Context: an optimization exercise on an open-source flow, tuned for small area, a short achievable clock period and few clock cycles. The choices shown serve that exercise and are no tape-out recipe. In this exercise RTL edits were held to simulation tests only and were not proved equivalent to the original. No activity file was given, so power comes from the tool's default toggle rates.

<file path="flow/flow/run.sh">
#!/bin/bash
# The standard layout (the standard.sh, standard synthesis unchanged),
# except that the port buffers are made from sky130_fd_sc_hd__buf_2 instead of
# the delay cell that buffer_ports picks by default. Every port still gets
# one buffer. The make output goes to make_finish.log; ORFS's own per-step
# logs are under orfs/logs/.
set -euo pipefail
bash standard.sh "BUFFER_PORTS_ARGS=-buffer_cell sky130_fd_sc_hd__buf_2" finish > make_finish.log 2>&1
</file>
<file path="flow/standard.sh">
#!/bin/bash
# synth_recipe.tcl (not shown) runs the flow's synth.tcl, then flattens the netlist and writes it again
# the make line also repeats each setting of config.mk as NAME=value (left out here)
make -C /OpenROAD-flow-scripts/flow DESIGN_CONFIG=/design/flow/config.mk WORK_HOME=/design/flow/orfs CLKGATE_MAP_FILE= SYNTH_SCRIPT=/design/flow/synth_recipe.tcl "${@:-finish}"
</file>
<file path="flow/config.mk">
export PLATFORM = sky130hd
export DESIGN_NAME = viterbi_decoder
export DESIGN_NICKNAME = viterbi_decoder
export VERILOG_FILES = /design/flow/design.v
export SDC_FILE = /design/flow/constraint.sdc
export NUM_CORES = 4
export LEC_CHECK = 0
export ABC_AREA = 1
export CAP_MARGIN = 20
export CORE_MARGIN = 2
export CORE_UTILIZATION = 40
export GPL_TIMING_DRIVEN = 0
export SLEW_MARGIN = 20
</file>
<file path="flow/constraint.sdc">
create_clock -name core_clock -period 5.0 [get_ports {sys_clk}]
set_input_delay 1.0000 -clock core_clock [delete_from_list [all_inputs] [get_ports {sys_clk}]]
set_output_delay 1.0000 -clock core_clock [all_outputs]
set_load 0.01 [all_outputs]
</file>
<file path="flow/design.v">
`timescale 1ns / 1ps
module vit_comb(i_data, dec);
input [15:0] i_data;
output [5:0] dec;
  wire new_n23, new_n24, new_n25, new_n26, new_n27, new_n28, new_n29,
    new_n30, new_n31, new_n32, new_n33, new_n34, new_n35, new_n36, new_n37,
    new_n38, new_n39, new_n40, new_n41, new_n42, new_n43, new_n44, new_n45,
    new_n46, new_n47, new_n48, new_n49, new_n50, new_n51, new_n52, new_n53,
    new_n54, new_n55, new_n56, new_n57, new_n58, new_n59, new_n60, new_n61,
    new_n62, new_n63, new_n64, new_n65, new_n66, new_n67, new_n68, new_n69,
    new_n70, new_n71, new_n72, new_n73, new_n74, new_n75, new_n76, new_n77,
    new_n78, new_n79, new_n80, new_n81, new_n82, new_n83, new_n84, new_n85,
    new_n86, new_n87, new_n88, new_n89, new_n90, new_n91, new_n92, new_n93,
    new_n94, new_n95, new_n96, new_n97, new_n98, new_n99, new_n100,
    new_n101, new_n102, new_n103, new_n104, new_n105, new_n106, new_n107,
    new_n108, new_n109, new_n110, new_n111, new_n112, new_n113, new_n114,
    new_n115, new_n116, new_n117, new_n118, new_n119, new_n120, new_n121,
    new_n122, new_n123, new_n124, new_n125, new_n126, new_n127, new_n128,
    new_n129, new_n131, new_n132, new_n133, new_n134, new_n135, new_n136,
    new_n137, new_n138, new_n140, new_n141, new_n142, new_n143, new_n144,
    new_n145, new_n146, new_n147, new_n148, new_n149, new_n150, new_n151,
    new_n153, new_n154, new_n155, new_n156, new_n157, new_n158, new_n159,
    new_n160, new_n161, new_n162, new_n163, new_n164, new_n165, new_n166,
    new_n167, new_n169, new_n170, new_n171, new_n172, new_n173, new_n174,
    new_n175, new_n176, new_n177, new_n178, new_n180, new_n181, new_n182,
    new_n183, new_n184, new_n185, new_n186, new_n187, new_n188;
  assign new_n23 = i_data[14] & ~i_data[15];
  assign new_n24 = ~i_data[14] & i_data[15];
  assign new_n25 = ~new_n23 & ~new_n24;
  assign new_n26 = ~i_data[12] & ~new_n25;
  assign new_n27 = i_data[12] & new_n25;
  assign new_n28 = ~new_n26 & ~new_n27;
  assign new_n29 = ~i_data[10] & ~i_data[11];
  assign new_n30 = i_data[10] & i_data[11];
  assign new_n31 = ~new_n29 & ~new_n30;
  assign new_n32 = ~new_n28 & new_n31;
  assign new_n33 = new_n28 & ~new_n31;
  assign new_n34 = ~new_n32 & ~new_n33;
  assign new_n35 = ~i_data[8] & ~i_data[9];
  assign new_n36 = i_data[8] & i_data[9];
  assign new_n37 = ~new_n35 & ~new_n36;
  assign new_n38 = i_data[12] & ~i_data[13];
  assign new_n39 = ~i_data[12] & i_data[13];
  assign new_n40 = ~new_n38 & ~new_n39;
  assign new_n41 = i_data[10] & ~new_n40;
  assign new_n42 = ~i_data[10] & new_n40;
  assign new_n43 = ~new_n41 & ~new_n42;
  assign new_n44 = new_n37 & new_n43;
  assign new_n45 = ~new_n37 & ~new_n43;
  assign new_n46 = ~new_n44 & ~new_n45;
  assign new_n47 = ~new_n34 & ~new_n46;
  assign new_n48 = ~i_data[6] & ~i_data[7];
  assign new_n49 = i_data[6] & i_data[7];
  assign new_n50 = ~new_n48 & ~new_n49;
  assign new_n51 = i_data[9] & ~i_data[11];
  assign new_n52 = ~i_data[9] & i_data[11];
  assign new_n53 = ~new_n51 & ~new_n52;
  assign new_n54 = new_n40 & new_n53;
  assign new_n55 = ~new_n40 & ~new_n53;
  assign new_n56 = ~new_n54 & ~new_n55;
  assign new_n57 = new_n50 & new_n56;
  assign new_n58 = ~new_n50 & ~new_n56;
  assign new_n59 = ~new_n57 & ~new_n58;
  assign new_n60 = new_n47 & ~new_n59;
  assign new_n61 = ~new_n34 & new_n43;
  assign new_n62 = new_n34 & new_n37;
  assign new_n63 = ~new_n61 & ~new_n62;
  assign new_n64 = i_data[5] & ~i_data[7];
  assign new_n65 = ~i_data[5] & i_data[7];
  assign new_n66 = ~new_n64 & ~new_n65;
  assign new_n67 = new_n63 & new_n66;
  assign new_n68 = ~new_n63 & ~new_n66;
  assign new_n69 = ~new_n67 & ~new_n68;
  assign new_n70 = ~i_data[4] & ~i_data[5];
  assign new_n71 = i_data[4] & i_data[5];
  assign new_n72 = ~new_n70 & ~new_n71;
  assign new_n73 = ~new_n60 & new_n72;
  assign new_n74 = ~new_n34 & new_n59;
  assign new_n75 = i_data[6] & new_n63;
  assign new_n76 = ~i_data[6] & ~new_n63;
  assign new_n77 = ~new_n75 & ~new_n76;
  assign new_n78 = ~new_n74 & new_n77;
  assign new_n79 = ~new_n72 & ~new_n78;
  assign new_n80 = ~new_n73 & ~new_n79;
  assign new_n81 = new_n69 & new_n80;
  assign new_n82 = i_data[2] & ~new_n81;
  assign new_n83 = ~new_n60 & new_n82;
  assign new_n84 = ~i_data[3] & ~new_n83;
  assign new_n85 = ~new_n47 & new_n50;
  assign new_n86 = new_n47 & new_n56;
  assign new_n87 = ~new_n85 & ~new_n86;
  assign new_n88 = i_data[4] & new_n87;
  assign new_n89 = ~i_data[4] & ~new_n87;
  assign new_n90 = ~new_n88 & ~new_n89;
  assign new_n91 = ~new_n74 & ~new_n77;
  assign new_n92 = new_n90 & ~new_n91;
  assign new_n93 = ~new_n72 & new_n92;
  assign new_n94 = new_n84 & new_n93;
  assign new_n95 = ~i_data[0] & ~i_data[1];
  assign new_n96 = new_n60 & new_n69;
  assign new_n97 = ~new_n90 & new_n96;
  assign new_n98 = i_data[0] & i_data[1];
  assign new_n99 = ~new_n97 & ~new_n98;
  assign new_n100 = ~new_n95 & ~new_n99;
  assign new_n101 = ~new_n60 & ~new_n72;
  assign new_n102 = ~new_n78 & ~new_n101;
  assign new_n103 = new_n74 & ~new_n90;
  assign new_n104 = new_n102 & ~new_n103;
  assign new_n105 = ~i_data[2] & new_n96;
  assign new_n106 = new_n72 & new_n90;
  assign new_n107 = ~i_data[3] & ~new_n106;
  assign new_n108 = ~new_n105 & new_n107;
  assign new_n109 = new_n104 & new_n108;
  assign new_n110 = ~new_n100 & ~new_n109;
  assign new_n111 = ~new_n94 & ~new_n110;
  assign new_n112 = new_n78 & new_n101;
  assign new_n113 = ~new_n69 & new_n80;
  assign new_n114 = ~i_data[2] & ~i_data[3];
  assign new_n115 = ~new_n113 & new_n114;
  assign new_n116 = new_n104 & ~new_n115;
  assign new_n117 = i_data[2] & i_data[3];
  assign new_n118 = ~new_n113 & new_n117;
  assign new_n119 = ~new_n116 & ~new_n118;
  assign new_n120 = ~new_n112 & ~new_n119;
  assign new_n121 = ~new_n84 & ~new_n93;
  assign new_n122 = ~new_n120 & new_n121;
  assign new_n123 = ~new_n111 & ~new_n122;
  assign new_n124 = new_n95 & ~new_n97;
  assign new_n125 = ~i_data[2] & ~new_n60;
  assign new_n126 = i_data[3] & ~new_n125;
  assign new_n127 = ~new_n78 & new_n126;
  assign new_n128 = new_n106 & new_n127;
  assign new_n129 = ~new_n124 & ~new_n128;
  assign dec[0] = ~new_n123 & new_n129;
  assign new_n131 = i_data[3] & ~new_n97;
  assign new_n132 = ~new_n82 & new_n131;
  assign new_n133 = ~new_n92 & new_n102;
  assign new_n134 = ~new_n132 & new_n133;
  assign new_n135 = ~i_data[3] & new_n82;
  assign new_n136 = ~new_n134 & ~new_n135;
  assign new_n137 = dec[0] & ~new_n136;
  assign new_n138 = ~new_n119 & ~dec[0];
  assign dec[1] = new_n137 | new_n138;
  assign new_n140 = ~new_n73 & dec[1];
  assign new_n141 = ~new_n79 & ~new_n101;
  assign new_n142 = ~dec[1] & new_n141;
  assign new_n143 = ~new_n140 & ~new_n142;
  assign new_n144 = ~i_data[4] & ~dec[0];
  assign new_n145 = i_data[4] & dec[0];
  assign new_n146 = ~new_n144 & ~new_n145;
  assign new_n147 = new_n143 & new_n146;
  assign new_n148 = new_n73 & new_n91;
  assign new_n149 = ~new_n87 & ~new_n112;
  assign new_n150 = ~new_n148 & new_n149;
  assign new_n151 = ~new_n143 & new_n150;
  assign dec[2] = new_n147 | new_n151;
  assign new_n153 = i_data[6] & dec[1];
  assign new_n154 = ~i_data[6] & ~dec[1];
  assign new_n155 = ~new_n153 & ~new_n154;
  assign new_n156 = ~new_n37 & ~new_n59;
  assign new_n157 = ~new_n63 & ~new_n156;
  assign new_n158 = i_data[7] & dec[2];
  assign new_n159 = ~i_data[7] & ~dec[2];
  assign new_n160 = ~new_n158 & ~new_n159;
  assign new_n161 = ~dec[1] & ~new_n160;
  assign new_n162 = dec[1] & new_n160;
  assign new_n163 = ~new_n60 & ~new_n162;
  assign new_n164 = ~new_n161 & new_n163;
  assign new_n165 = new_n157 & new_n164;
  assign new_n166 = ~new_n155 & ~new_n165;
  assign new_n167 = ~new_n157 & ~new_n164;
  assign dec[3] = ~new_n166 & ~new_n167;
  assign new_n169 = new_n37 & ~dec[3];
  assign new_n170 = ~new_n37 & dec[3];
  assign new_n171 = ~new_n169 & ~new_n170;
  assign new_n172 = ~i_data[8] & dec[2];
  assign new_n173 = i_data[8] & ~dec[2];
  assign new_n174 = ~new_n172 & ~new_n173;
  assign new_n175 = new_n171 & new_n174;
  assign new_n176 = new_n33 & ~new_n46;
  assign new_n177 = ~new_n32 & ~new_n171;
  assign new_n178 = ~new_n176 & ~new_n177;
  assign dec[4] = ~new_n175 & new_n178;
  assign new_n180 = ~new_n31 & ~dec[4];
  assign new_n181 = new_n31 & dec[4];
  assign new_n182 = ~new_n180 & ~new_n181;
  assign new_n183 = ~i_data[10] & ~dec[3];
  assign new_n184 = i_data[10] & dec[3];
  assign new_n185 = ~new_n183 & ~new_n184;
  assign new_n186 = ~new_n182 & new_n185;
  assign new_n187 = new_n34 & ~new_n40;
  assign new_n188 = new_n182 & new_n187;
  assign dec[5] = new_n186 | new_n188;
endmodule
module viterbi_decoder(sys_clk,rst,en,i_data,o_data,o_done);
input sys_clk,rst,en;
input [15:0] i_data;
output [7:0] o_data;
output o_done;
reg done;
reg [5:0] q;
wire [5:0] dec;
vit_comb U0 (.i_data(i_data), .dec(dec));
always @(posedge sys_clk or negedge rst)
    if (rst == 0) done <= 1'b0;
    else if (en) done <= 1'b1;
always @(posedge sys_clk)
    if (!done) q <= dec;
assign o_done = done;
assign o_data = {q, 2'b00};
endmodule
</file>
==> summary.md, run 1 <==
| Metric | Value |
|---|---|
| Status | complete, no violations |
| Port Buf Inserts | 24 |
| Register area | 205 sq um |
| Clock power share | 11.4% |
| Slowest CP cell | ha_1 |
| Worst Setup End Kind | flop |
| VDD IR max | 75.3 uV |
| Kind of critical path | input port to flop |
| Synth Area in Compound Gates | 3.85% |
| Worst Skew | 6.89 ps |
| Initial Util | 42.2% |
| Final setup fails | 0 |
| Postcts setup bufs | 0 |
| CP Buf/Inv Count | 4 |
| Post-synthesis simple-gate area fraction | about three fifths |
| Fill count | 322 |
| Seq/Total Area, Yosys | approximately 16% |
| Synth Cell Area | 1300 sq um |
| Core area | 3080 sq um |
| #FFs+latches synth | 7 |
| Largest net degree at the start of global routing | 7 |
| Mean Syn Cell Area | 6.31 sq um |
| Largest stage delay, worst path | 350 ps |
| Number of synthesized flops with an enable pin | 6 |
| Cell total after placement | 275 |
| XOR/XNOR Fraction of Synth Area | approximately 8.6% |
| Bufs on Longest Clock Path | 2 |
| DP Wirelength | 2270 microns |
| PD cells | 292 nW/um^2 |
| # diodes | 0 |
| Setup TNS | 0 ps |
| Ys async rst share | approximately 14% |
| CTS H-tree lvls | 1 |
| # nets final | roughly 260 |
| Sequential Power Share | 16.4% |
| Net Sw Frac | between 50% and 60% |
| Post-synthesis instance total | 206 |
| Clk slew on worst S/H paths | roughly 50 ps |
| MaxCap Viol Count | 0 |
| Area of the multi-input gates | 948 sq um |
| # DRC | 0 |
| Post-synthesis adder-cell area fraction | 1.92% |
| Design internal power | 0.000216 W |
| Final std cells w/o fill | 279 |
| Warnings from Yosys | 1 |
| First-pass GRT wire length | about 4600 microns |
| CTS Sinks | 7 |
| GP Congestion | 0.832 |
| Worst min path class | flop to flop |
| Hold WS | 498 ps |
| Hold-fix buffer count after cts | 0 |
| CP delay by family, top | simple AND/OR/NAND/NOR gates |
| Wire length per cell | 9.24 microns |
| Post-synthesis cell type count | 27 |
| Most common cell on crit path | nand2_1 |
| Number of global-route vias before repair | approximately 1100 |
| Vias | 1280 |
| P_leak | 0.861 nW |
| Hold Fails Final Rpt | 0 |
| Crit share post-route | between 80% and 90% |
| Initial DRC Count | 47 |
| CP Max Fanout | 6 |
| Type of origin of the critical path | input port |
| Mux contribution to synthesized area | 0% |
| First-pass DRT Iterations | 4 |
| P&R area growth vs syn | 15.8% |
| Initial antenna violation count | 0 |
| Ys flop type | edfxtp_1 |
| TritonCTS buffer count | 3 |
| CTS root buf | clkbuf_4 |
| CTS tree | yes |
| Switching power | 0.000223 W |
| Final WL | between 2000 and 3000 microns |
| WP data arrival | 4310 ps |
| Fmax | 0.232 GHz |
| Die width | roughly 61 microns |
| Y dimension of the die | 61.0 microns |
| Main combinational cell family by area after synthesis | simple AND/OR/NAND/NOR gates |
| Share of layout cells above drive strength 1 | a little under a third |
| Row Count | 20 |
| RSZ-0062 raised after global routing | false |
| Comb pwr share | 72.2% |
| Min Tclk post-route | 4310 ps |
| Post-route core utilization | about half |
| Gr usage total | 15.8% |
| Worst Path Required | about 5000 ps |
| Final ANT Viol Nets | 0 |
| Fin. max-slew vios | 0 |
| Vias/cell | 4.59 |
| Io pins | 28 |
| Resized Gates After CTS | 0 |
| Area of the die | about 3700 sq um |
| Clk latency of the worst-skew pair | 250 ps |
| Gr ovfl total | 0 |
power groups by stage:
stage / Sequential [W] / Clock [W] / Combinational, W
2_1_floorplan: 0.0000732 / 0 / 0.000266
3_3_place_gp: 0.0000732 / 0 / 0.000319
3_5_place_dp: 0.0000732 / 0 / 0.000319
4_1_cts: 0.0000720 / 0.0000514 / 0.000320
5_1_grt: 0.0000720 / 0.0000524 / 0.000365
6_report: 0.0000721 / 0.0000499 / 0.000317
cells in the final DEF (no fill, tap or decap), types with 2 or more instances in the layout:
cell type,instances
nand2_1,55
nand3_1,43
inv_1,30
buf_2,24
nand2_2,15
nand2_4,8
xor2_1,6
edfxtp_1,6
nor2_1,5
nand3_2,5
inv_2,4
xnor2_1,3
buf_4,3
nor2_2,3
nand4_1,3
o21ai_0,3
clkbuf_4,3
or2_2,2
ha_1,2
conb_1,2
metal layers:
metal	track usage (%)	vias to the layer above	wire length (microns)	part of all wire [%]
li1	-	710	-	-
met1	21.7	543	1330	52
met2	26.7	23	1150	45
met3	0.630	4	73	2.8
met4	4.97	0	27	1.0
met5	0	-	0	0
final cells by class:
| cell class | instances | area share, % |
|---|---|---|
| Multi-Input combinational cell | 163 | 63.0 |
| Sequential cell | 7 | 13.6 |
| Timing Repair Buffer | 24 | 7.98 |
| Tap cell | 44 | 3.66 |
| Buffer | 3 | 1.50 |
| Clock buffer | 4 | 1.75 |
| Inverter | 34 | 8.48 |
sequential cells by signal, summed over array words and instances (netlist names):
name  flops
q         6
done      1
Yosys cell counts (all sizes together), types with 2 or more instances:
| cell type | count | area, sq um |
|---|---|---|
| or2 | 2 | 12.5 |
| xnor2 | 4 | 42.6 |
| nand2 | 78 | 390 |
| o21ai | 4 | 23.8 |
| edfxtp | 6 | 180 |
| buf | 3 | 22.5 |
| nand3 | 49 | 283 |
| xor2 | 7 | 68.8 |
| nand4 | 3 | 18.8 |
| inv | 34 | 128 |
| nor2 | 8 | 37.5 |
| ha | 2 | 25.0 |
worst paths after layout:
check	from	to	slack, ps	cells past startpoint
max	i_data[15]	q[5]$_DFFE_PN_	690	33
min	done$_DFFE_PN0P_	done$_DFFE_PN0P_	500	1
max reg2reg	done$_DFFE_PN0P_	q[4]$_DFFE_PN_	4120	1
min reg2reg	done$_DFFE_PN0P_	done$_DFFE_PN0P_	500	1
max in group asynchronous	rst	done$_DFFE_PN0P_	4400	1
min in group asynchronous	rst	done$_DFFE_PN0P_	510	1
stage by stage:
step / worst slack [ps] / total power (W) / area (sq um)
after floorplan: 936 / 0.000339 / 1300
after global placement: 403 / 0.000392 / 1480
after detailed placement: 419 / 0.000392 / 1480
after CTS: 676 / 0.000443 / 1510
after global routing: 178 / 0.000489 / 1510
final: 687 / 0.000439 / 1510
kinds of logic (layout without fill, tap and decap cells):
| logic type | after synthesis | after routing |
|---|---|---|
| other cells | 1 | 2 |
| xor+xnor | 11 | 11 |
| compound gates | 6 | 6 |
| fa+ha+maj | 2 | 2 |
| buf+inv | 37 | 65 |
| simple gates | 142 | 142 |
| flops | 7 | 7 |
Testbench counts, summed over its fixed seeds: cycles 3,200.
==> inputs of run 2 (changes only) <==
--- a/flow/config.mk
+++ b/flow/config.mk
@@ -10,4 +10,4 @@
 export CORE_MARGIN = 2
 export CORE_UTILIZATION = 40
-export GPL_TIMING_DRIVEN = 0
+export SETUP_SLACK_MARGIN = 0.3
 export SLEW_MARGIN = 20
==> summary.md, run 2 <==
| Metric | Value |
|---|---|
| Worst Path Required | 5000 ps (about the same) |
| Hold EP | done$_DFFE_PN0P_ (unchanged) |
| WP data arrival | 4250 ps (was 4310 ps) |
| Worst Setup End Kind | flop (unchanged) |
| TritonCTS buffer count | 3 (unchanged) |
| Most frequent cells in the layout | nand2_1, nand3_1, inv_1, buf_2, nand2_2 (unchanged) |
| Die width | 61.0 microns (unchanged) |
| Area contributors post-synth | nand3_1, nand2_1, edfxtp_1 (unchanged) |
| R2R depth | 1 (unchanged) |
| GP Congestion | 0.843 (was 0.832) |
| FF-to-FF Start | done$_DFFE_PN0P_ (unchanged) |
| Clk latency of the worst-skew pair | 250 ps (about the same) |
| Core area | 3080 sq um (unchanged) |
| CTS Sinks | 7 (unchanged) |
| Most common cell on crit path | nand2_1 (unchanged) |
| Ys async rst share | 14.3% (unchanged) |
| R2R Setup Slk | 4110 ps (was 4120 ps) |
| First-pass DRT Iterations | 4 (unchanged) |
| Net Sw Frac | 50.9% (about the same) |
| Design internal power | 0.000215 W (was 0.000216 W) |
| Cell total after placement | 273 (was 275) |
| Initial Util | 42.2% (unchanged) |
| Seq/Total Area, Yosys | 15.8% (unchanged) |
| Mean Syn Cell Area | 6.31 sq um (unchanged) |
| Number of synthesized flops with an enable pin | 6 (unchanged) |
| Max reg flops | 6 (unchanged) |
| Ys flop type | edfxtp_1 (unchanged) |
| PD cells | 294 nW/um^2 (was 292 nW/um^2) |
| Hold Startpoint | done$_DFFE_PN0P_ (unchanged) |
| Crit share post-route | 85.1% (was 86.3%) |
| Synth Cell Area | 1300 sq um (unchanged) |
| Commonest non-fill, non-tap cell in the layout | nand2_1 (unchanged) |
| Final WL | 2610 microns (was 2580 microns) |
| Worst Skew | 5.01 ps (was 6.89 ps) |
| Share of layout cells above drive strength 1 | 30.5% (was 30.6%) |
| VDD IR max | 80.1 uV (was 75.3 uV) |
| Post-synthesis cell type count | 27 (unchanged) |
| Vias | 1279 (was 1280) |
| Fmax | 0.235 GHz (was 0.232 GHz) |
| Post-synth top area cell | nand3_1 (unchanged) |
| Cell with the most instances after synthesis | nand2_1 (unchanged) |
| Slowest CP cell | ha_1 (unchanged) |
| Min Tclk post-route | 4260 ps (was 4310 ps) |
| # nets final | 255 (was 257) |
| # diodes | 0 (unchanged) |
| Area of the die | 3720 sq um (unchanged) |
| CTS tree | yes (unchanged) |
| Clock power share | 11.2% (was 11.4%) |
| Gr usage total | 16.3% (was 15.8%) |
| CTS root buf | clkbuf_4 (unchanged) |
| # DRC | 0 (unchanged) |
| Row Count | 20 (unchanged) |
| Type of origin of the critical path | input port (unchanged) |
| Fill count | 336 (was 322) |
| Final std cells w/o fill | 277 (was 279) |
| Clk slew on worst S/H paths | 50 ps (about the same) |
| Sequential Power Share | 16.5% (was 16.4%) |
| Bufs on Longest Clock Path | 2 (unchanged) |
| #FFs+latches synth | 7 (unchanged) |
| Setup TNS | 0 ps (unchanged) |
| Status | complete, no violations (unchanged) |
| Number of global-route vias before repair | 1139 (was 1132) |
| Switching power | 0.000223 W (about the same) |
| Warnings from Yosys | 1 (unchanged) |
| MaxCap Viol Count | 0 (unchanged) |
| Largest net degree at the start of global routing | 7 (unchanged) |
| Final setup fails | 0 (unchanged) |
| Io pins | 28 (unchanged) |
| First-pass GRT wire length | 4660 microns (was 4560 microns) |
| Final ANT Viol Nets | 0 (unchanged) |
| Wire length per cell | 9.43 microns (was 9.24 microns) |
| Fin. max-slew vios | 0 (unchanged) |
| Initial DRC Count | 30 (was 47) |
| Port Buf Inserts | 25 (was 24) |
| RSZ-0062 raised after global routing | false (unchanged) |
| Comb pwr share | 72.3% (was 72.2%) |
| Kind of critical path | input port to flop (unchanged) |
| CP Max Fanout | 6 (unchanged) |
| Min-Delay Path Depth | 1 (unchanged) |
| Vias/cell | 4.62 (was 4.59) |
| P&R area growth vs syn | 14.4% (was 15.8%) |
| Y dimension of the die | 61.0 microns (unchanged) |
| Post-synthesis instance total | 206 (unchanged) |
| DP Wirelength | 2300 microns (was 2270 microns) |
| Critical R2R Capture | q[4]$_DFFE_PN_ (unchanged) |
| Top-area cell type share of the netlist area | 16.6% (unchanged) |
| Gr ovfl total | 0 (unchanged) |
| Top reg by flops | q (unchanged) |
| Worst min path class | flop to flop (unchanged) |
| Hold Fails Final Rpt | 0 (unchanged) |
| CTS H-tree lvls | 1 (unchanged) |
| Largest stage delay, worst path | 350 ps (about the same) |
| P_leak | 0.849 nW (was 0.861 nW) |
| Initial antenna violation count | 0 (unchanged) |
| Commonest cells post-synth | nand2_1, nand3_1, inv_1, nand2_2, nand2_4 (unchanged) |
| Largest registers | q x6, done x1 (unchanged) |
## run 2: cell counts after synthesis
No cell type changed its count.
## run 2: layout make-up
cell class                      count  area (sq um)  share of cell area (%)
Multi-Input combinational cell    163           948                    63.8
Sequential cell                     7           205                    13.8
Inverter                           34           128                    8.58
Timing Repair Buffer               25           125                    8.41
Tap cell                           44          55.1                    3.70
Clock buffer                        4          26.3                    1.77
## run 2: worst max path at each step
stage / from / end / slack [ps]
floorplan: i_data[15] / q[5]$_DFFE_PN_ / 940
global placement: i_data[15] / q[5]$_DFFE_PN_ / 440
global route: i_data[15] / q[5]$_DFFE_PN_ / 320
CTS: i_data[15] / q[5]$_DFFE_PN_ / 690
detailed placement: i_data[15] / q[5]$_DFFE_PN_ / 430
finish: i_data[15] / q[5]$_DFFE_PN_ / 740
## run 2: metrics by stage
| step | util, % | setup slack, ps | area, sq um | total power (W) | hold slack, ps |
|---|---|---|---|---|---|
| floorplan | - | 936 | 1300 | 0.000339 | 532 |
| global placement | 47.5 | 437 | 1460 | 0.000390 | 476 |
| detailed placement | 47.5 | 428 | 1460 | 0.000390 | 504 |
| CTS | 48.3 | 687 | 1490 | 0.000442 | 507 |
| global route | 48.3 | 318 | 1490 | 0.000490 | 505 |
| finish | 48.3 | 745 | 1490 | 0.000437 | 500 |
## run 2: kinds of logic after synthesis
family	count (synthesis)	synth area share, %
compound gates	6	3.85
xor+xnor	11	8.57
fa+ha+maj	2	1.92
buf+inv	37	11.5
flops	7	15.8
other cells	1	0.288
simple gates	142	58.0
## run 2: worst max-delay path, delay by kind of cell
| family | cells | cell delay, ps |
|---|---|---|
| buf+inv | 4 | 350 |
| compound gates | 1 | 60 |
| xor+xnor | 2 | 390 |
| simple gates | 25 | 2110 |
| fa+ha+maj | 1 | 350 |
## run 2: power groups by stage
stage	combinational, W	clock (W)	sequential (W)
detailed placement	0.000317	0	0.0000731
global placement	0.000317	0	0.0000731
CTS	0.000318	0.0000517	0.0000721
finish	0.000316	0.0000490	0.0000721
floorplan	0.000266	0	0.0000732
global route	0.000364	0.0000547	0.0000719
## run 2: what timing repair did
action / 4_1_cts / 5_1_grt
hold buffers: 0 / 0
endpoints found under the setup margin: 0 / 1
hold endpoints to repair: 0 / 0
setup buffers: 0 / 0
gates resized for setup: 0 / 1
## run 2: routing by layer
layer  track usage, %  share of wire (%)
met5                0                  0
met4             5.59               0.54
met3            0.630                2.5
met2             27.8                 46
met1             22.3                 51
==> inputs of run 3 (changes only) <==
--- a/flow/config.mk
+++ b/flow/config.mk
@@ -10,4 +10,4 @@
 export CORE_MARGIN = 2
 export CORE_UTILIZATION = 40
-export SETUP_SLACK_MARGIN = 0.3
+export SETUP_SLACK_MARGIN = 0.8
 export SLEW_MARGIN = 20
==> summary.md, run 3 <==
| Metric | Value |
|---|---|
| Io pins | 28 (unchanged) |
| Type of origin of the critical path | input port (unchanged) |
| Post-synthesis instance total | 206 (unchanged) |
| Die width | 61.0 microns (unchanged) |
| Number of global-route vias before repair | 1148 (was 1139) |
| Most common cell on crit path | nand2_4 (was nand2_1) |
| Gr usage total | 16.4% (was 16.3%) |
| Post-synth top area cell | nand3_1 (unchanged) |
| Initial antenna violation count | 0 (unchanged) |
| Min Tclk post-route | 4050 ps (was 4260 ps) |
| Initial Util | 42.2% (unchanged) |
| Switching power | 0.000296 W (was 0.000223 W) |
| Bufs on Longest Clock Path | 2 (unchanged) |
| Post-route core utilization | 59.2% (was 48.3%) |
| PD cells | 309 nW/um^2 (was 294 nW/um^2) |
| Area of the die | 3720 sq um (unchanged) |
| Number of synthesized flops with an enable pin | 6 (unchanged) |
| Ys async rst share | 14.3% (unchanged) |
| Slowest CP cell | ha_4 (was ha_1) |
| Rel. slew slack | 61.8% |
| # DRC | 0 (unchanged) |
| WP data arrival | 4050 ps (was 4250 ps) |
| Worst Skew | 4.18 ps (was 5.01 ps) |
| P_leak | 0.961 nW (was 0.849 nW) |
| Hold EP | done$_DFFE_PN0P_ (unchanged) |
| Sequential Power Share | 12.8% (was 16.5%) |
| Row Count | 20 (unchanged) |
| Hold Fails Final Rpt | 0 (unchanged) |
| Mean Syn Cell Area | 6.31 sq um (unchanged) |
| Register area | 205 sq um (unchanged) |
| Net Sw Frac | 52.5% (was 50.9%) |
| Vias | 1351 (was 1279) |
| Most frequent cells in the layout | nand2_1, inv_1, buf_2, nand3_1, nand2_2 (was nand2_1, nand3_1, inv_1, buf_2, nand2_2) |
| Largest stage delay, worst path | 310 ps (was 350 ps) |
| Initial DRC Count | 31 (was 30) |
| # nets final | 260 (was 255) |
| Overall Power | 0.000564 W (was 0.000437 W) |
| CTS root buf | clkbuf_4 (unchanged) |
| Hold-fix buffer count after cts | 0 (unchanged) |
| Least-Margin Pin Slew | 571 ps |
| Status | complete, no violations (unchanged) |
| R2R depth | 1 (unchanged) |
| Critical R2R Capture | q[4]$_DFFE_PN_ (unchanged) |
| Fin. max-slew vios | 0 (unchanged) |
| FF-to-FF Start | done$_DFFE_PN0P_ (unchanged) |
| Fill count | 292 (was 336) |
| Seq/Total Area, Yosys | 15.8% (unchanged) |
| Area contributors post-synth | nand3_1, nand2_1, edfxtp_1 (unchanged) |
| Final setup fails | 0 (unchanged) |
| Clk latency of the worst-skew pair | 250 ps (about the same) |
| Final ANT Viol Nets | 0 (unchanged) |
| Min-Delay Path Depth | 1 (unchanged) |
| First-pass DRT Iterations | 4 (unchanged) |
| Clk slew on worst S/H paths | 50 ps (about the same) |
| Setup TNS | 0 ps (unchanged) |
| RSZ-0062 raised after global routing | true (was false) |
| CTS H-tree lvls | 1 (unchanged) |
| Max reg flops | 6 (unchanged) |
| CTS Sinks | 7 (unchanged) |
| Comb pwr share | 78.5% (was 72.3%) |
| DP Wirelength | 2300 microns (unchanged) |
| First-pass GRT wire length | 4690 microns (was 4660 microns) |
| Share of layout cells above drive strength 1 | 49.2% (was 30.5%) |
| Commonest cells post-synth | nand2_1, nand3_1, inv_1, nand2_2, nand2_4 (unchanged) |
| Clock power share | 8.7% (was 11.2%) |
| R2R Setup Slk | 4110 ps (about the same) |
| Largest net degree at the start of global routing | 7 (unchanged) |
| TritonCTS buffer count | 3 (unchanged) |
| Final WL | 3070 microns (was 2610 microns) |
| Port Buf Inserts | 25 (unchanged) |
| Worst Setup End Kind | flop (unchanged) |
| Synth Cell Area | 1300 sq um (unchanged) |
| Wire length per cell | 10.9 microns (was 9.43 microns) |
| Cell with the most instances after synthesis | nand2_1 (unchanged) |
| CTS tree | yes (unchanged) |
| Kind of critical path | input port to flop (unchanged) |
| Top reg by flops | q (unchanged) |
| VDD IR max | 98.9 uV (was 80.1 uV) |
| Worst min path class | flop to flop (unchanged) |
| Worst Path Required | 5000 ps (about the same) |
| P&R area growth vs syn | 40.2% (was 14.4%) |
| GP Congestion | 0.843 (unchanged) |
| Ys flop type | edfxtp_1 (unchanged) |
| Largest registers | q x6, done x1 (unchanged) |
| # diodes | 0 (unchanged) |
| CP Max Fanout | 5 (was 6) |
| Hold Startpoint | done$_DFFE_PN0P_ (unchanged) |
| Crit share post-route | 81.0% (was 85.1%) |
| Vias/cell | 4.79 (was 4.62) |
| Fmax | 0.247 GHz (was 0.235 GHz) |
| MaxCap Viol Count | 0 (unchanged) |
| Top-area cell type share of the netlist area | 16.6% (unchanged) |
| Warnings from Yosys | 1 (unchanged) |
| Design internal power | 0.000268 W (was 0.000215 W) |
| Gr ovfl total | 0 (unchanged) |
| Core area | 3080 sq um (unchanged) |
| Post-synthesis cell type count | 27 (unchanged) |
| #FFs+latches synth | 7 (unchanged) |
| Y dimension of the die | 61.0 microns (unchanged) |
| Commonest non-fill, non-tap cell in the layout | nand2_1 (unchanged) |
| Area of the multi-input gates | 1230 sq um (was 948 sq um) |
==> run 3: cell count changes in the layout (fill, tap and decap cells not counted), moves of 6 or more <==
| cell | change |
|---|---|
| nand3_1 | -20 |
| nand2_2 | +7 |
| nand3_4 | +6 |
| nand3_2 | +14 |
| nand2_4 | +6 |
| nand2_1 | -14 |
==> run 3: layout make-up <==
type	count	area share (%)
clock buffer	4	1.44
inverter	34	7.28
multi-input combinational	163	67.5
sequential	7	11.3
tap	44	3.02
timing repair buffer	30	9.47
==> run 3: through the flow <==
step	instance area, sq um	setup WS [ps]	hold slack [ps]	std cells
finish	1820	949	500	282
global route	1820	706	505	282
CTS	1500	807	507	279
detailed placement	1460	428	504	273
global placement	1460	437	476	273
floorplan	1300	936	532	207
==> run 3: metal layers <==
metal / global-route usage [%] / vias up / share of wire (%)
li1: - / 720 / -
met1: 22.3 / 601 / 45
met2: 28.1 / 28 / 52
met3: 0.630 / 2 / 2.2
met4: 5.59 / 0 / 0.46
met5: 0 / - / 0
==> run 3: power groups by stage <==
stage               logic, W  clock network, W  registers, W
CTS                 0.000323         0.0000517     0.0000721
detailed placement  0.000317                 0     0.0000731
finish              0.000443         0.0000490     0.0000721
floorplan           0.000266                 0     0.0000732
global route        0.000488         0.0000547     0.0000719
global placement    0.000317                 0     0.0000731
==> run 3: cell families (layout without fill, tap and decap cells) <==
logic type	count (synthesis)	in the layout	share of synthesized area, %
flip-flops	7	7	15.8
AO/OA/AOI/OAI	6	6	3.85
buffers and inverters	37	68	11.5
AND/OR/NAND/NOR	142	142	58.0
other	1	2	0.288
XOR/XNOR	11	11	8.57
adder cells (fa/ha/maj)	2	2	1.92
==> run 3: repair_timing <==
action / 4_1_cts / 5_1_grt
endpoints found under the setup margin: 1 / 2
resized for setup: 1 / 64
setup buffers: 2 / 3
pin swaps: 1 / 31
==> run 3: how the worst max path moves through the flow <==
| stage | start | to | slack (ps) | cells after the start |
|---|---|---|---|---|
| floorplan | i_data[15] | q[5]$_DFFE_PN_ | 940 | 32 |
| global placement | i_data[15] | q[5]$_DFFE_PN_ | 440 | 33 |
| detailed placement | i_data[15] | q[5]$_DFFE_PN_ | 430 | 33 |
| CTS | i_data[15] | q[5]$_DFFE_PN_ | 810 | 33 |
| global route | i_data[14] | q[5]$_DFFE_PN_ | 710 | 33 |
| finish | i_data[14] | q[5]$_DFFE_PN_ | 950 | 33 |
==> run 3: worst max-delay path, delay by kind of cell <==
family	cells	cell delay, ps
and+or+nand+nor	25	1930
xor gates and xnor gates	2	360
AOI/OAI and AO/OA	1	60
adders and majority gates	1	310
buffers and inverters	4	380
==> inputs of run 4 (changes only) <==
--- a/flow/config.mk
+++ b/flow/config.mk
@@ -10,4 +10,3 @@
 export CORE_MARGIN = 2
 export CORE_UTILIZATION = 40
-export SETUP_SLACK_MARGIN = 0.8
 export SLEW_MARGIN = 20
==> summary.md, run 4 <==
| Metric | Value |
|---|---|
| Clock power share | 11.2% (was 8.7%) |
| Share of layout cells above drive strength 1 | 30.0% (was 49.2%) |
| Area contributors post-synth | nand3_1, nand2_1, edfxtp_1 (unchanged) |
| Min Tclk post-route | 4320 ps (was 4050 ps) |
| Synth Cell Area | 1300 sq um (unchanged) |
| Sequential Power Share | 16.5% (was 12.8%) |
| Core area | 3080 sq um (unchanged) |
| Largest net degree at the start of global routing | 7 (unchanged) |
| CP Max Fanout | 6 (was 5) |
| Final setup fails | 0 (unchanged) |
| Resized Gates After CTS | 0 (was 1) |
| CTS Sinks | 7 (unchanged) |
| Worst Setup SP | i_data[15] (was i_data[14]) |
| Gr ovfl total | 0 (unchanged) |
| Largest registers | q x6, done x1 (unchanged) |
| Largest stage delay, worst path | 340 ps (was 310 ps) |
| Worst min path class | flop to flop (unchanged) |
| Comb pwr share | 72.3% (was 78.5%) |
| Fin area | 1490 sq um (was 1820 sq um) |
| Die width | 61.0 microns (unchanged) |
| R2R depth | 1 (unchanged) |
| Cell total after placement | 273 (unchanged) |
| MaxCap Viol Count | 0 (unchanged) |
| Max reg flops | 6 (unchanged) |
| Most common cell on crit path | nand2_1 (was nand2_4) |
| Status | complete, no violations (unchanged) |
| PD cells | 293 nW/um^2 (was 309 nW/um^2) |
| WP data arrival | 4320 ps (was 4050 ps) |
| CTS H-tree lvls | 1 (unchanged) |
| Worst Skew | 5.01 ps (was 4.18 ps) |
| Postcts setup bufs | 0 (was 2) |
| Ys flop type | edfxtp_1 (unchanged) |
| Seq/Total Area, Yosys | 15.8% (unchanged) |
| Final std cells w/o fill | 277 (was 282) |
| R2R Setup Slk | 4110 ps (about the same) |
| Fill count | 336 (was 292) |
| Mean Syn Cell Area | 6.31 sq um (unchanged) |
| Hold Startpoint | done$_DFFE_PN0P_ (unchanged) |
| VDD IR max | 80.1 uV (was 98.9 uV) |
| Commonest non-fill, non-tap cell in the layout | nand2_1 (unchanged) |
| Design internal power | 0.000214 W (was 0.000268 W) |
| RSZ-0062 raised after global routing | false (was true) |
| Port Buf Inserts | 25 (unchanged) |
| Fmax | 0.231 GHz (was 0.247 GHz) |
| Final ANT Viol Nets | 0 (unchanged) |
| Hold-fix buffer count after cts | 0 (unchanged) |
| Slowest CP cell | ha_1 (was ha_4) |
| Bufs on Longest Clock Path | 2 (unchanged) |
| Clk latency of the worst-skew pair | 250 ps (about the same) |
| First-pass DRT Iterations | 4 (unchanged) |
| Overall Power | 0.000437 W (was 0.000564 W) |
| Type of origin of the critical path | input port (unchanged) |
| Switching power | 0.000222 W (was 0.000296 W) |
| Clk slew on worst S/H paths | 50 ps (about the same) |
| DP Wirelength | 2300 microns (unchanged) |
| Top-area cell type share of the netlist area | 16.6% (unchanged) |
| Most frequent cells in the layout | nand2_1, nand3_1, inv_1, buf_2, nand2_2 (was nand2_1, inv_1, buf_2, nand3_1, nand2_2) |
| Wire length per cell | 9.43 microns (was 10.9 microns) |
| Y dimension of the die | 61.0 microns (unchanged) |
| Row Count | 20 (unchanged) |
| Hold Fails Final Rpt | 0 (unchanged) |
| Initial DRC Count | 30 (was 31) |
| Initial Util | 42.2% (unchanged) |
| Commonest cells post-synth | nand2_1, nand3_1, inv_1, nand2_2, nand2_4 (unchanged) |
| Number of synthesized flops with an enable pin | 6 (unchanged) |
| # DRC | 0 (unchanged) |
| Initial antenna violation count | 0 (unchanged) |
| FF-to-FF Start | done$_DFFE_PN0P_ (unchanged) |
| CTS tree | yes (unchanged) |
| Net Sw Frac | 50.9% (was 52.5%) |
| Top reg by flops | q (unchanged) |
| GP Congestion | 0.843 (unchanged) |
| Area of the die | 3720 sq um (unchanged) |
| Ys async rst share | 14.3% (unchanged) |
| Post-synthesis cell type count | 27 (unchanged) |
| Crit share post-route | 86.4% (was 81.0%) |
| Io pins | 28 (unchanged) |
| #FFs+latches synth | 7 (unchanged) |
| Post-synth top area cell | nand3_1 (unchanged) |
| CTS root buf | clkbuf_4 (unchanged) |
| Worst Path Required | 5000 ps (about the same) |
| Kind of critical path | input port to flop (unchanged) |
| Vias | 1279 (was 1351) |
| Placed cell areas | 1460 sq um (unchanged) |
| First-pass GRT wire length | 4660 microns (was 4690 microns) |
| TritonCTS buffer count | 3 (unchanged) |
| # nets final | 255 (was 260) |
| P_leak | 0.850 nW (was 0.961 nW) |
| Warnings from Yosys | 1 (unchanged) |
| # diodes | 0 (unchanged) |
| Final WL | 2610 microns (was 3070 microns) |
| Fin. max-slew vios | 0 (unchanged) |
| Post-synthesis instance total | 206 (unchanged) |
| Number of global-route vias before repair | 1139 (was 1148) |
| Worst Setup End Kind | flop (unchanged) |
| Gr usage total | 16.3% (was 16.4%) |
| Cell with the most instances after synthesis | nand2_1 (unchanged) |
| Vias/cell | 4.62 (was 4.79) |
| Min-Delay Path Depth | 1 (unchanged) |
| Hold EP | done$_DFFE_PN0P_ (unchanged) |
| Setup TNS | 0 ps (unchanged) |
| P&R area growth vs syn | 14.4% (was 40.2%) |
| Critical R2R Capture | q[4]$_DFFE_PN_ (unchanged) |
-- run 4: cell counts after synthesis --
No cell type changed its count.
-- run 4: cell type report --
cell class,count,area (sq um),area share (%)
well taps,44,55.1,3.70
clock buffers,4,26.3,1.77
repair buffers,25,125,8.41
multi-input cells,163,948,63.8
inverters,34,128,8.58
flip-flops and latches,7,205,13.8
-- run 4: through the flow --
stage / worst slack [ps] / hold slack, ps / util, %
after floorplan: 936 / 532 / -
after global placement: 437 / 476 / 47.5
after detailed placement: 428 / 504 / 47.5
after CTS: 687 / 507 / 48.3
after global routing: 248 / 505 / 48.3
final: 679 / 500 / 48.3
-- run 4: how the worst max path moves through the flow --
stage,endpoint,slack (ps),cells past startpoint
6_report,q[5]$_DFFE_PN_,680,33
5_1_grt,q[5]$_DFFE_PN_,250,33
4_1_cts,q[5]$_DFFE_PN_,690,33
3_5_place_dp,q[5]$_DFFE_PN_,430,33
3_3_place_gp,q[5]$_DFFE_PN_,440,33
2_1_floorplan,q[5]$_DFFE_PN_,940,32
-- run 4: power groups by stage --
stage                     Combinational [W]  Clock (W)  Sequential, W
after global routing               0.000363  0.0000547      0.0000719
after floorplan                    0.000266          0      0.0000732
final                              0.000315  0.0000490      0.0000721
after detailed placement           0.000317          0      0.0000731
after CTS                          0.000318  0.0000517      0.0000721
after global placement             0.000317          0      0.0000731
-- run 4: cell families after synthesis --
kind of cell | count (synthesis) | share of synthesized area [%]
DFF | 7 | 15.8
buffers and inverters | 37 | 11.5
adders and majority gates | 2 | 1.92
AOI/OAI and AO/OA | 6 | 3.85
and+or+nand+nor | 142 | 58.0
other | 1 | 0.288
xor gates and xnor gates | 11 | 8.57
-- run 4: worst max-delay path, delay by kind of cell --
kind                       cells  cell delay (ps)
xor gates and xnor gates       2              390
AOI/OAI and AO/OA              1               60
buffers and inverters          4              410
and+or+nand+nor               25             2130
adders and majority gates      1              340
-- run 4: per-layer routing --
metal  track usage [%]  wire [microns]
met5                 0               0
met4              5.59              14
met3             0.630              66
met2              27.8            1200
met1              22.3            1330
==> inputs of run 5 (changes only) <==
--- a/flow/config.mk
+++ b/flow/config.mk
@@ -10,3 +10,5 @@
 export CORE_MARGIN = 2
 export CORE_UTILIZATION = 40
+export CTS_BUF_LIST = sky130_fd_sc_hd__clkbuf_2
+export SETUP_SLACK_MARGIN = 0.3
 export SLEW_MARGIN = 20
==> summary.md, run 5 <==
| Metric | Value |
|---|---|
| Type of origin of the critical path | input port (unchanged) |
| Ys flop type | edfxtp_1 (unchanged) |
| Number of global-route vias before repair | 1139 (unchanged) |
| Mean Syn Cell Area | 6.31 sq um (unchanged) |
| Final ANT Viol Nets | 0 (unchanged) |
| Commonest cells post-synth | nand2_1, nand3_1, inv_1, nand2_2, nand2_4 (unchanged) |
| Fill count | 340 (was 336) |
| First-pass DRT Iterations | 4 (unchanged) |
| P_leak | 0.850 nW (about the same) |
| Row Count | 20 (unchanged) |
| Final WL | 2610 microns (about the same) |
| Top-area cell type share of the netlist area | 16.6% (unchanged) |
| Fmax | 0.234 GHz (was 0.231 GHz) |
| TritonCTS buffer count | 3 (unchanged) |
| VDD IR max | 80.7 uV (was 80.1 uV) |
| Top reg by flops | q (unchanged) |
| Min Tclk post-route | 4270 ps (was 4320 ps) |
| RSZ-0062 raised after global routing | false (unchanged) |
| Overall Power | 0.000428 W (was 0.000437 W) |
| Core area | 3080 sq um (unchanged) |
| Max reg flops | 6 (unchanged) |
| Gr usage total | 16.3% (unchanged) |
| Cell with the most instances after synthesis | nand2_1 (unchanged) |
| Hold Fails Final Rpt | 0 (unchanged) |
| Post-synthesis cell type count | 27 (unchanged) |
| CP Max Fanout | 6 (unchanged) |
| Initial DRC Count | 30 (unchanged) |
| Die width | 61.0 microns (unchanged) |
| Port Buf Inserts | 25 (unchanged) |
| Final setup fails | 0 (unchanged) |
| CTS root buf | clkbuf_2 (was clkbuf_4) |
| GP Congestion | 0.843 (unchanged) |
| Worst min path class | flop to flop (unchanged) |
| Number of synthesized flops with an enable pin | 6 (unchanged) |
| WP data arrival | 4250 ps (was 4320 ps) |
| First-pass GRT wire length | 4660 microns (unchanged) |
| Vias/cell | 4.61 (was 4.62) |
| Share of layout cells above drive strength 1 | 30.9% (was 30.0%) |
| Kind of critical path | input port to flop (unchanged) |
| Largest registers | q x6, done x1 (unchanged) |
| Hold-fix buffer count after cts | 0 (unchanged) |
| Largest stage delay, worst path | 350 ps (was 340 ps) |
| Clk latency of the worst-skew pair | 230 ps (was 250 ps) |
| Fin. max-slew vios | 0 (unchanged) |
| CTS tree | yes (unchanged) |
| Y dimension of the die | 61.0 microns (unchanged) |
| Commonest non-fill, non-tap cell in the layout | nand2_1 (unchanged) |
| # diodes | 0 (unchanged) |
| Resized Gates After CTS | 0 (unchanged) |
| PD cells | 289 nW/um^2 (was 293 nW/um^2) |
| R2R Setup Slk | 4100 ps (was 4110 ps) |
| Post-synthesis instance total | 206 (unchanged) |
| Warnings from Yosys | 1 (unchanged) |
| CTS Sinks | 7 (unchanged) |
| Bufs on Longest Clock Path | 2 (unchanged) |
| Postcts setup bufs | 0 (unchanged) |
| Post-synth top area cell | nand3_1 (unchanged) |
| DP Wirelength | 2300 microns (unchanged) |
| Setup TNS | 0 ps (unchanged) |
| Io pins | 28 (unchanged) |
| P&R area growth vs syn | 14.0% (was 14.4%) |
| Most common cell on crit path | nand2_1 (unchanged) |
| Wire length per cell | 9.42 microns (was 9.43 microns) |
| Initial Util | 42.2% (unchanged) |
| Vias | 1278 (was 1279) |
| # nets final | 255 (unchanged) |
| Clk slew on worst S/H paths | 70 ps (was 50 ps) |
| Most frequent cells in the layout | nand2_1, nand3_1, inv_1, buf_2, nand2_2 (unchanged) |
| Slowest CP cell | ha_1 (unchanged) |
| Status | complete, no violations (unchanged) |
| Synth Cell Area | 1300 sq um (unchanged) |
| Initial antenna violation count | 0 (unchanged) |
| MaxCap Viol Count | 0 (unchanged) |
| # DRC | 0 (unchanged) |
| Ys async rst share | 14.3% (unchanged) |
| Worst Path Required | 4980 ps (was 5000 ps) |
| Worst Setup End Kind | flop (unchanged) |
| Crit share post-route | 85.5% (was 86.4%) |
| Largest net degree at the start of global routing | 7 (unchanged) |
| Worst Skew | 8.90 ps (was 5.01 ps) |
| CTS H-tree lvls | 1 (unchanged) |
| Gr ovfl total | 0 (unchanged) |
| Area contributors post-synth | nand3_1, nand2_1, edfxtp_1 (unchanged) |
| Seq/Total Area, Yosys | 15.8% (unchanged) |
| #FFs+latches synth | 7 (unchanged) |
| Area of the die | 3720 sq um (unchanged) |
==> run 5: cell types whose count changed in the layout (fill, tap and decap cells not counted) <==
cell      before  now
clkbuf_1       1    0
clkbuf_2       0    4
clkbuf_4       3    0
inv_1         30   29
inv_2          4    5
==> run 5: report_power, final <==
group	internal, W	switching, W
combinational	0.000112	0.000204
clock	0.0000212	0.0000191
sequential	0.0000719	0.0000000000000000000314
==> run 5: worst max-delay path: cells and delay by family <==
kind                     cells  cell delay (ps)
AND/OR/NAND/NOR             25             2110
XOR/XNOR                     2              390
buffers and inverters        4              350
adder cells (fa/ha/maj)      1              350
AO/OA/AOI/OAI                1               60
==> run 5: area by class of cell <==
cell class	count	area [sq um]	share of cell area (%)
well taps	44	55.1	3.72
flip-flops and latches	7	205	13.9
multi-input cells	163	948	64.0
repair buffers	25	125	8.45
inverters	34	128	8.61
clock buffers	4	20.0	1.35
==> run 5: final timing paths <==
check                            startpoint               end  cells after the start
min                        done$_DFFE_PN0P_  done$_DFFE_PN0P_                      1
min in group asynchronous               rst  done$_DFFE_PN0P_                      1
max in group asynchronous               rst  done$_DFFE_PN0P_                      1
min reg2reg                done$_DFFE_PN0P_  done$_DFFE_PN0P_                      1
max reg2reg                done$_DFFE_PN0P_    q[4]$_DFFE_PN_                      1
max                              i_data[15]    q[5]$_DFFE_PN_                     33
==> run 5: routing by layer <==
| metal | track usage [%] | wire length [microns] |
|---|---|---|
| met5 | 0 | 0 |
| met4 | 5.59 | 14 |
| met3 | 0.630 | 79 |
| met2 | 27.8 | 1210 |
| met1 | 22.3 | 1310 |
==> run 5: per-stage QoR <==
step	worst slack (ps)	utilization (%)	hold WS [ps]	area (sq um)	instances
finish	727	48.1	505	1480	277
global route	306	48.1	511	1480	277
CTS	674	48.1	516	1480	277
detailed placement	428	47.5	504	1460	273
global placement	437	47.5	476	1460	273
floorplan	936	-	532	1300	207
==> run 5: cells by family after synthesis <==
logic type,share of synthesized area (%)
xor gates and xnor gates,8.57
DFF,15.8
buffers and inverters,11.5
and+or+nand+nor,58.0
other,0.288
adders and majority gates,1.92
AOI/OAI and AO/OA,3.85

[separate check: timing with driven ports]
No port has a modelled driver above. Below, the same layouts with a new extraction and two added sets of constraints.
Step 1, drivers: a clkbuf_16 drives sys_clk and a buf_2 each remaining input, both assumed.
Step 2, shift: input delay + t, output delay - t, t = (earliest + latest rising clock arrival at the registers) / 2. This alone moves slack from input paths to output paths.
Slacks: ideal / step 1 / step 2; pairs: ideal / step 1.
| run | t (ns) | setup slack, ns | pins driven straight from the clock port |
|---|---|---|---|
| run 1 | 0.262 | 0.687 / 0.687 / 0.426 | 1 |
| run 2 | 0.264 | 0.745 / 0.746 / 0.483 | 1 |
| run 3 | 0.263 | 0.949 / 0.937 / 0.674 | 1 |
| run 4 | 0.264 | 0.679 / 0.680 / 0.417 | 1 |
| run 5 | 0.242 | 0.727 / 0.728 / 0.485 | 1 |
After both steps setup and hold are still met in every run listed. The setup slack of run 3, which loses most, moves by -0.012 ns with the drivers and by -0.275 ns with both steps.
